Context: an optimization exercise on an open-source flow, tuned for small area and a short achievable clock period. The choices shown serve that exercise and are no tape-out recipe.
Function was checked by simulation only, so behaviour that the tests miss may differ from the original.
No activity file was given, so power comes from the tool's default toggle rates.

==> flow/design.v <==
`timescale 1ns/1ps
module alu(clk, rst_n, src1, src2, ALU_control, result, zero, cout, overflow);
input           clk;
input           rst_n;
input  [32-1:0] src1;
input  [32-1:0] src2;
input   [4-1:0] ALU_control;
output [32-1:0] result;
output          zero;
output          cout;
output          overflow;
reg [32-1:0] result;
reg          cout;
reg          overflow;
wire sub    = ALU_control[2] & ALU_control[1];    
wire arith  = ~ALU_control[3] & ALU_control[1];   
wire is_slt = arith & ALU_control[0];
wire is_as  = arith & ~ALU_control[0];            
wire is_nor = ALU_control[3];
wire is_or  = ~ALU_control[3] & ~ALU_control[1] & ALU_control[0];
wire is_and = ~ALU_control[3] & ~ALU_control[1] & ~ALU_control[0];
wire [31:0] a  = src1;
wire [31:0] bx = src2 ^ {32{sub}};
wire [31:0] g  = a & bx;    
wire [31:0] t  = a | bx;    
wire [31:0] p  = a ^ bx;    
wire G_0_0 = g[0] | (t[0] & sub);
wire G_1_1 = g[1] | (t[1] & G_0_0);
wire G_1_3 = g[3] | (t[3] & g[2]);
wire P_1_3 = t[3] & t[2];
wire G_1_5 = g[5] | (t[5] & g[4]);
wire P_1_5 = t[5] & t[4];
wire G_1_7 = g[7] | (t[7] & g[6]);
wire P_1_7 = t[7] & t[6];
wire G_1_9 = g[9] | (t[9] & g[8]);
wire P_1_9 = t[9] & t[8];
wire G_1_11 = g[11] | (t[11] & g[10]);
wire P_1_11 = t[11] & t[10];
wire G_1_13 = g[13] | (t[13] & g[12]);
wire P_1_13 = t[13] & t[12];
wire G_1_15 = g[15] | (t[15] & g[14]);
wire P_1_15 = t[15] & t[14];
wire G_1_17 = g[17] | (t[17] & g[16]);
wire P_1_17 = t[17] & t[16];
wire G_1_19 = g[19] | (t[19] & g[18]);
wire P_1_19 = t[19] & t[18];
wire G_1_21 = g[21] | (t[21] & g[20]);
wire P_1_21 = t[21] & t[20];
wire G_1_23 = g[23] | (t[23] & g[22]);
wire P_1_23 = t[23] & t[22];
wire G_1_25 = g[25] | (t[25] & g[24]);
wire P_1_25 = t[25] & t[24];
wire G_1_27 = g[27] | (t[27] & g[26]);
wire P_1_27 = t[27] & t[26];
wire G_1_29 = g[29] | (t[29] & g[28]);
wire P_1_29 = t[29] & t[28];
wire G_1_31 = g[31] | (t[31] & g[30]);
wire P_1_31 = t[31] & t[30];
wire G_2_2 = g[2] | (t[2] & G_1_1);
wire G_2_3 = G_1_3 | (P_1_3 & G_1_1);
wire G_2_6 = g[6] | (t[6] & G_1_5);
wire P_2_6 = t[6] & P_1_5;
wire G_2_7 = G_1_7 | (P_1_7 & G_1_5);
wire P_2_7 = P_1_7 & P_1_5;
wire G_2_10 = g[10] | (t[10] & G_1_9);
wire P_2_10 = t[10] & P_1_9;
wire G_2_11 = G_1_11 | (P_1_11 & G_1_9);
wire P_2_11 = P_1_11 & P_1_9;
wire G_2_14 = g[14] | (t[14] & G_1_13);
wire P_2_14 = t[14] & P_1_13;
wire G_2_15 = G_1_15 | (P_1_15 & G_1_13);
wire P_2_15 = P_1_15 & P_1_13;
wire G_2_18 = g[18] | (t[18] & G_1_17);
wire P_2_18 = t[18] & P_1_17;
wire G_2_19 = G_1_19 | (P_1_19 & G_1_17);
wire P_2_19 = P_1_19 & P_1_17;
wire G_2_22 = g[22] | (t[22] & G_1_21);
wire P_2_22 = t[22] & P_1_21;
wire G_2_23 = G_1_23 | (P_1_23 & G_1_21);
wire P_2_23 = P_1_23 & P_1_21;
wire G_2_26 = g[26] | (t[26] & G_1_25);
wire P_2_26 = t[26] & P_1_25;
wire G_2_27 = G_1_27 | (P_1_27 & G_1_25);
wire P_2_27 = P_1_27 & P_1_25;
wire G_2_30 = g[30] | (t[30] & G_1_29);
wire P_2_30 = t[30] & P_1_29;
wire G_2_31 = G_1_31 | (P_1_31 & G_1_29);
wire P_2_31 = P_1_31 & P_1_29;
wire G_3_4 = g[4] | (t[4] & G_2_3);
wire G_3_5 = G_1_5 | (P_1_5 & G_2_3);
wire G_3_6 = G_2_6 | (P_2_6 & G_2_3);
wire G_3_7 = G_2_7 | (P_2_7 & G_2_3);
wire G_3_12 = g[12] | (t[12] & G_2_11);
wire P_3_12 = t[12] & P_2_11;
wire G_3_13 = G_1_13 | (P_1_13 & G_2_11);
wire P_3_13 = P_1_13 & P_2_11;
wire G_3_14 = G_2_14 | (P_2_14 & G_2_11);
wire P_3_14 = P_2_14 & P_2_11;
wire G_3_15 = G_2_15 | (P_2_15 & G_2_11);
wire P_3_15 = P_2_15 & P_2_11;
wire G_3_20 = g[20] | (t[20] & G_2_19);
wire P_3_20 = t[20] & P_2_19;
wire G_3_21 = G_1_21 | (P_1_21 & G_2_19);
wire P_3_21 = P_1_21 & P_2_19;
wire G_3_22 = G_2_22 | (P_2_22 & G_2_19);
wire P_3_22 = P_2_22 & P_2_19;
wire G_3_23 = G_2_23 | (P_2_23 & G_2_19);
wire P_3_23 = P_2_23 & P_2_19;
wire G_3_28 = g[28] | (t[28] & G_2_27);
wire P_3_28 = t[28] & P_2_27;
wire G_3_29 = G_1_29 | (P_1_29 & G_2_27);
wire P_3_29 = P_1_29 & P_2_27;
wire G_3_30 = G_2_30 | (P_2_30 & G_2_27);
wire P_3_30 = P_2_30 & P_2_27;
wire G_3_31 = G_2_31 | (P_2_31 & G_2_27);
wire P_3_31 = P_2_31 & P_2_27;
wire G_4_8 = g[8] | (t[8] & G_3_7);
wire G_4_9 = G_1_9 | (P_1_9 & G_3_7);
wire G_4_10 = G_2_10 | (P_2_10 & G_3_7);
wire G_4_11 = G_2_11 | (P_2_11 & G_3_7);
wire G_4_12 = G_3_12 | (P_3_12 & G_3_7);
wire G_4_13 = G_3_13 | (P_3_13 & G_3_7);
wire G_4_14 = G_3_14 | (P_3_14 & G_3_7);
wire G_4_15 = G_3_15 | (P_3_15 & G_3_7);
wire G_4_24 = g[24] | (t[24] & G_3_23);
wire P_4_24 = t[24] & P_3_23;
wire G_4_25 = G_1_25 | (P_1_25 & G_3_23);
wire P_4_25 = P_1_25 & P_3_23;
wire G_4_26 = G_2_26 | (P_2_26 & G_3_23);
wire P_4_26 = P_2_26 & P_3_23;
wire G_4_27 = G_2_27 | (P_2_27 & G_3_23);
wire P_4_27 = P_2_27 & P_3_23;
wire G_4_28 = G_3_28 | (P_3_28 & G_3_23);
wire P_4_28 = P_3_28 & P_3_23;
wire G_4_29 = G_3_29 | (P_3_29 & G_3_23);
wire P_4_29 = P_3_29 & P_3_23;
wire G_4_30 = G_3_30 | (P_3_30 & G_3_23);
wire P_4_30 = P_3_30 & P_3_23;
wire G_4_31 = G_3_31 | (P_3_31 & G_3_23);
wire P_4_31 = P_3_31 & P_3_23;
wire G_5_16 = g[16] | (t[16] & G_4_15);
wire G_5_17 = G_1_17 | (P_1_17 & G_4_15);
wire G_5_18 = G_2_18 | (P_2_18 & G_4_15);
wire G_5_19 = G_2_19 | (P_2_19 & G_4_15);
wire G_5_20 = G_3_20 | (P_3_20 & G_4_15);
wire G_5_21 = G_3_21 | (P_3_21 & G_4_15);
wire G_5_22 = G_3_22 | (P_3_22 & G_4_15);
wire G_5_23 = G_3_23 | (P_3_23 & G_4_15);
wire G_5_24 = G_4_24 | (P_4_24 & G_4_15);
wire G_5_25 = G_4_25 | (P_4_25 & G_4_15);
wire G_5_26 = G_4_26 | (P_4_26 & G_4_15);
wire G_5_27 = G_4_27 | (P_4_27 & G_4_15);
wire G_5_28 = G_4_28 | (P_4_28 & G_4_15);
wire G_5_29 = G_4_29 | (P_4_29 & G_4_15);
wire G_5_30 = G_4_30 | (P_4_30 & G_4_15);
wire G_5_31 = G_4_31 | (P_4_31 & G_4_15);
wire [32:0] c;
assign c[0] = sub;
assign c[1] = G_0_0;
assign c[2] = G_1_1;
assign c[3] = G_2_2;
assign c[4] = G_2_3;
assign c[5] = G_3_4;
assign c[6] = G_3_5;
assign c[7] = G_3_6;
assign c[8] = G_3_7;
assign c[9] = G_4_8;
assign c[10] = G_4_9;
assign c[11] = G_4_10;
assign c[12] = G_4_11;
assign c[13] = G_4_12;
assign c[14] = G_4_13;
assign c[15] = G_4_14;
assign c[16] = G_4_15;
assign c[17] = G_5_16;
assign c[18] = G_5_17;
assign c[19] = G_5_18;
assign c[20] = G_5_19;
assign c[21] = G_5_20;
assign c[22] = G_5_21;
assign c[23] = G_5_22;
assign c[24] = G_5_23;
assign c[25] = G_5_24;
assign c[26] = G_5_25;
assign c[27] = G_5_26;
assign c[28] = G_5_27;
assign c[29] = G_5_28;
assign c[30] = G_5_29;
assign c[31] = G_5_30;
assign c[32] = G_5_31;
wire k0 = ~ALU_control[3] & ~ALU_control[1];         
wire k1 = ALU_control[0] ^ ALU_control[1];           
wire k2 = is_nor;                                    
wire [31:0] y = (g & {32{k0}}) | (p & {32{k1}}) | (~t & {32{k2}});
wire [31:0] cm = c[31:0] & {32{is_as}};
wire [31:0] r = y ^ cm;
wire s31 = p[31] ^ c[31];
wire [31:0] next_result = {r[31:1], is_slt ? s31 : r[0]};
wire next_cout = is_as & c[32];
wire next_overflow = is_as & (c[31] ^ c[32]);
always @(posedge clk or negedge rst_n)
    if (!rst_n) begin
        result   <= 32'b0;
        cout     <= 1'b0;
        overflow <= 1'b0;
    end else begin
        result   <= next_result;
        cout     <= next_cout;
        overflow <= next_overflow;
    end
assign zero = ~|result;
endmodule
==> flow/flow/run.sh <==
#!/bin/bash
# Layout flow: the standard ORFS flow (standard.sh) with these changes:
#  - synthesis maps with an area-oriented ABC script (flow/area.abc) and leaves
#    full/half adders to ABC instead of fixed adder cells (flow/dont_use.txt);
#  - ports are buffered with sky130_fd_sc_hd__buf_1;
#  - timing repair aims at a setup margin (SETUP_MARGIN below).
# Every tool's output goes to logs under orfs/logs and to flow_*.log here.
set -euo pipefail
HERE=$(pwd)
FLOWDIR=$HERE/flow
SETUP_MARGIN=${SETUP_MARGIN:-17.5}

# ORFS scripts, with synthesis taking its ABC script from ABC_SCRIPT_FILE
rm -rf "$HERE/scripts"
cp -r "$FLOW_HOME/scripts" "$HERE/scripts"
python3 - "$HERE/scripts/synth_preamble.tcl" <<'PY'
import sys
f = sys.argv[1]
s = open(f).read()
old = 'if { $::env(ABC_AREA) } {'
assert old in s
s = s.replace(old, 'if { [info exists ::env(ABC_SCRIPT_FILE)] } {\n  set abc_script $::env(ABC_SCRIPT_FILE)\n} elseif { $::env(ABC_AREA) } {', 1)
open(f, 'w').write(s)
PY

DU="$(tr '\n' ' ' < "$FLOWDIR/dont_use.txt")"
bash standard.sh \
  "SCRIPTS_DIR=$HERE/scripts" \
  "ABC_SCRIPT_FILE=$FLOWDIR/area.abc" \
  "DONT_USE_CELLS=$DU" \
  "BUFFER_PORTS_ARGS=-buffer_cell sky130_fd_sc_hd__buf_1" \
  "SETUP_SLACK_MARGIN=$SETUP_MARGIN" \
  finish > "$HERE/flow_make.log" 2>&1
==> flow/flow/area.abc <==
strash
dch -f
amap
==> flow/flow/dont_use.txt <==
sky130_fd_sc_hd__probe_p_8
sky130_fd_sc_hd__probec_p_8
sky130_fd_sc_hd__lpflow_bleeder_1
sky130_fd_sc_hd__lpflow_clkbufkapwr_1
sky130_fd_sc_hd__lpflow_clkbufkapwr_16
sky130_fd_sc_hd__lpflow_clkbufkapwr_2
sky130_fd_sc_hd__lpflow_clkbufkapwr_4
sky130_fd_sc_hd__lpflow_clkbufkapwr_8
sky130_fd_sc_hd__lpflow_clkinvkapwr_1
sky130_fd_sc_hd__lpflow_clkinvkapwr_16
sky130_fd_sc_hd__lpflow_clkinvkapwr_2
sky130_fd_sc_hd__lpflow_clkinvkapwr_4
sky130_fd_sc_hd__lpflow_clkinvkapwr_8
sky130_fd_sc_hd__lpflow_decapkapwr_12
sky130_fd_sc_hd__lpflow_decapkapwr_3
sky130_fd_sc_hd__lpflow_decapkapwr_4
sky130_fd_sc_hd__lpflow_decapkapwr_6
sky130_fd_sc_hd__lpflow_decapkapwr_8
sky130_fd_sc_hd__lpflow_inputiso0n_1
sky130_fd_sc_hd__lpflow_inputiso0p_1
sky130_fd_sc_hd__lpflow_inputiso1n_1
sky130_fd_sc_hd__lpflow_inputiso1p_1
sky130_fd_sc_hd__lpflow_inputisolatch_1
sky130_fd_sc_hd__lpflow_isobufsrc_1
sky130_fd_sc_hd__lpflow_isobufsrc_16
sky130_fd_sc_hd__lpflow_isobufsrc_2
sky130_fd_sc_hd__lpflow_isobufsrc_4
sky130_fd_sc_hd__lpflow_isobufsrc_8
sky130_fd_sc_hd__lpflow_isobufsrckapwr_16
sky130_fd_sc_hd__lpflow_lsbuf_lh_hl_isowell_tap_1
sky130_fd_sc_hd__lpflow_lsbuf_lh_hl_isowell_tap_2
sky130_fd_sc_hd__lpflow_lsbuf_lh_hl_isowell_tap_4
sky130_fd_sc_hd__lpflow_lsbuf_lh_isowell_4
sky130_fd_sc_hd__lpflow_lsbuf_lh_isowell_tap_1
sky130_fd_sc_hd__lpflow_lsbuf_lh_isowell_tap_2
sky130_fd_sc_hd__lpflow_lsbuf_lh_isowell_tap_4
sky130_fd_sc_hd__fa_1
sky130_fd_sc_hd__fa_2
sky130_fd_sc_hd__fa_4
sky130_fd_sc_hd__fah_1
sky130_fd_sc_hd__fahcin_1
sky130_fd_sc_hd__fahcon_1
sky130_fd_sc_hd__ha_1
sky130_fd_sc_hd__ha_2
sky130_fd_sc_hd__ha_4
==> flow/standard.sh <==
#!/bin/bash
# synth_recipe.tcl (not shown) runs the flow's synth.tcl, then flattens the netlist and writes it again
# the make line also repeats each setting of config.mk as NAME=value (left out here)
make -C /OpenROAD-flow-scripts/flow DESIGN_CONFIG=/design/flow/config.mk WORK_HOME=/design/flow/orfs CLKGATE_MAP_FILE= SYNTH_SCRIPT=/design/flow/synth_recipe.tcl "${@:-finish}"
==> flow/config.mk <==
export PLATFORM = sky130hd
export DESIGN_NAME = alu
export DESIGN_NICKNAME = alu
export VERILOG_FILES = /design/flow/design.v
export SDC_FILE = /design/flow/constraint.sdc
export NUM_CORES = 8
export LEC_CHECK = 0
export CAP_MARGIN = 20
export CORE_MARGIN = 2
export CORE_UTILIZATION = 40
export SLEW_MARGIN = 20
==> flow/constraint.sdc <==
create_clock -name core_clock -period 25.0 [get_ports {clk}]
set_input_delay 5.0000 -clock core_clock [delete_from_list [all_inputs] [get_ports {clk}]]
set_output_delay 5.0000 -clock core_clock [all_outputs]
set_load 0.01 [all_outputs]
==> summary.txt <==
worst max-delay path, stage by stage:
cell and delay, ns:
buf_6 0.18, nand2_8 0.11, clkinv_8 0.11, nor2_1 0.06, a21oi_2 0.17, and2_1 0.22, o22ai_2 0.11, o221ai_1 0.19
a31oi_1 0.07, buf_4 0.16, clkinv_2 0.06, a31oi_4 0.13, nor2_2 0.23, nor2_4 0.07, or4_1 0.40, o21ai_0 0.11
o21ai_0 0.11
synthesized netlist by cell type:
master	count	area share, %
a211oi_1	8	2.0
a21oi_1	49	8.2
a221oi_1	8	2.3
a222oi_1	11	3.7
a22oi_1	1	0.25
a31oi_1	9	1.9
a32o_1	1	0.33
a32oi_1	1	0.29
and2_0	4	0.83
clkinv_1	45	5.6
dfrtp_1	34	28
nand2_1	72	9.0
nand3_1	6	1.0
nand3b_1	1	0.25
nand4_1	2	0.42
nor2_1	136	17
nor2b_1	6	1.3
nor3_1	4	0.67
nor4_1	9	1.9
o211ai_1	7	1.8
o21a_1	1	0.25
o21ai_0	33	5.5
o221ai_1	8	2.3
o22ai_1	9	1.9
o311ai_0	2	0.58
o32ai_1	2	0.58
o41ai_1	1	0.29
or2_0	2	0.42
or3_1	4	0.83
or4_1	1	0.25
layout make-up:
| cell class | count | area [sq um] | share of cell area (%) |
|---|---|---|---|
| Multi-Input combinational cell | 401 | 2197 | 55.98 |
| Clock buffer | 8 | 110.1 | 2.805 |
| Sequential cell | 34 | 850.8 | 21.68 |
| Tap cell | 99 | 123.9 | 3.156 |
| Timing Repair Buffer | 111 | 459.2 | 11.70 |
| Inverter | 45 | 183.9 | 4.686 |
metal layers:
metal,GRT usage [%],vias up,wire length (um)
li1,-,1971,-
met5,0,-,0
met1,31.69,1682,4599
met4,8.718,0,210
met2,40.73,156,4786
met3,4.925,16,750
logic make-up (layout without fill, tap and decap cells):
group | count (synthesis) | after routing | synth area share [%]
buf+inv | 45 | 164 | 5.634
simple gates | 247 | 250 | 33.85
flops | 34 | 34 | 28.38
compound gates | 151 | 151 | 32.14
flip-flops by register name, indices dropped and copies added (netlist names):
register,count
overflow,1
cout,1
result,32
path summary, 6_finish.rpt:
check	depth (start not counted)	end
max in group asynchronous	1	result[24]
worst min-delay path	1	result[18]
worst max-delay path	17	result[30]
min in group core_clock	3	result[0]
power by group through the flow:
stage | Combinational, uW | Sequential (uW) | Clock [uW]
2_1_floorplan | 42.0 | 71.8 | 0
3_3_place_gp | 68.3 | 69.3 | 0
3_5_place_dp | 69.6 | 69.2 | 0
4_1_cts | 72.4 | 68.2 | 49.5
5_1_grt | 87.0 | 69.1 | 52.3
6_report | 77.7 | 68.2 | 49.0
per-stage QoR:
| step | cell area (sq um) | utilization, % | total power [uW] |
|---|---|---|---|
| finish | 3925 | 54.11 | 194.9 |
| global route | 3925 | 54.11 | 208.5 |
| CTS | 3760 | 51.84 | 190.1 |
| detailed placement | 3591 | 49.51 | 138.8 |
| global placement | 3591 | 49.51 | 137.6 |
| floorplan | 3053 | - | 113.8 |
timing repair:
action                                  in CTS  in global routing
buffers inserted                             3                  1
gates cloned                                 2                  1
pin swaps                                    3                  7
endpoints found under the setup margin      29                 17
hold buffers                                 0                  0
resized for setup                            9                 34
==> impl_results.md <==
* Avg Inst Size Synth at 6.285 sq um
* Largest net degree at the start of global routing at 35
* Total number of vias at 3,825
* Worst hold slack at 4.822 ns
* First-pass GRT wire length at between 15,000 and 20,000 um
* Final Non-Filler Cells at 698
* Distinct cells, synth at 30
* Aggregate global-route resource usage at 24.55%
* Mapped Area at 0.002998 sq mm
* Flop pwr share at 35.0%
* Commonest non-fill, non-tap cells in the layout: nor2_1, buf_1, nand2_1, a21oi_1, clkinv_1
* Unrepaired setup endpoints after global routing: false
* Sequential area share after synthesis at roughly 28%
* Cells after Synth at 477
* Worst setup EP type: flip-flop
* Most common cell after layout, fill and taps aside: nor2_1
* Worst Path Max Fanout at 19
* Net Sw Frac at a little under 40%
* Initial antenna violation count at 0
* Mapped Nets at 547
* IO Pins at 105
* Fill count at between 700 and 800
* Cell Rows at 31
* Die Footprint at 0.008203 sq mm
* Worst Hold Class: in -> async
* Gpl congestion at 0.9107
* Comb power frac at 39.9%
* Final setup viols at 0
* Psw at around 77 uW
* Startpoint Class: primary input
* HPWL Detailed at around 7100 um
* LEAKAGE at 0.001438 uW
* Die width at 90.57 um
* Layout area overhead at 30.93%
* DR DRC count at 0
* CTS tree: done
* Clk pwr share at 25.2%
* Slew headroom at 40.53%
* Pins over their slew limit at 0
* Diodes inserted at 0
* Clock Sinks at 34
* Crit Path Category: in -> reg
* PwrDens at 49.66 mW/mm^2
* Post-Place Cells at about 680
* Drt initial violations at 243
* Layout cells sized above 1 at around 8.7%
* Port bufs at 104
* Number of max-cap violations at 0
* Worst-margin pin slew at between 0.8 and 0.9 ns
* Total Nets Final at around 670
* Via/cell ratio at about 5.5
* Crit path DAT at approximately 7.5 ns
* Ys Warns at 1
* Vias in the first global route at around 3,500
* Area of the core at around 0.0073 sq mm
* Vert. Die Dim at 90.57 um
* Final worst setup slack at 17.65 ns
* CP Launch Point: ALU_control[1]
* Initial Util at between 40% and 50%
* Setup Slack @ Placement at about 17 ns
* Hold Vio Cnt, Final at 0
* H-tree lvl count at 2
* Clk buf depth at 2
* WL/cell at 14.82 um
* CTS Root Cell: clkbuf_8
* Worst-path clk slew at 0.07 ns
* Yosys reg bits at 34
* First drt pass iteration count at 8
* Clock period minus worst slack at ~7.4 ns
* Final wirelength at 10,350 um
* Outcome: finished clean
* Peak supply drop at 0.02181 mV
* CP Data Required Time at 25.16 ns
* Max Freq at 0.1360 GHz
* Final worst path period share at 29.41%
* Post-Route Setup TNS at 0 ns
* Num CTS Buffers at 5
* Antenna-violating nets left at 0
* Total global routing overflow at 0
* P_int at about 120 uW

==> afterwards: timing with drivers on the ports <==
Ports are ideal in the flow. The routed layout listed here was re-timed in OpenROAD. Step 1 assumes that a clkbuf_16 drives the clock port and a buf_2 every other input. Step 2, shift: input delay + t, output delay - t, t = (earliest + latest rising clock arrival at the registers) / 2. This alone moves slack from input paths to output paths. Three values: ideal ports, drivers, drivers and shift; two values: the first two.
t (ns): 0.312
slack for setup (ns): 17.647 / 17.628 / 17.316
worst hold slack (ns): 4.822 / 4.820 / 5.132
After both steps setup and hold are still met in this run. For this run, drivers alone change the setup slack by -0.019 ns; drivers and shift together by -0.331 ns.
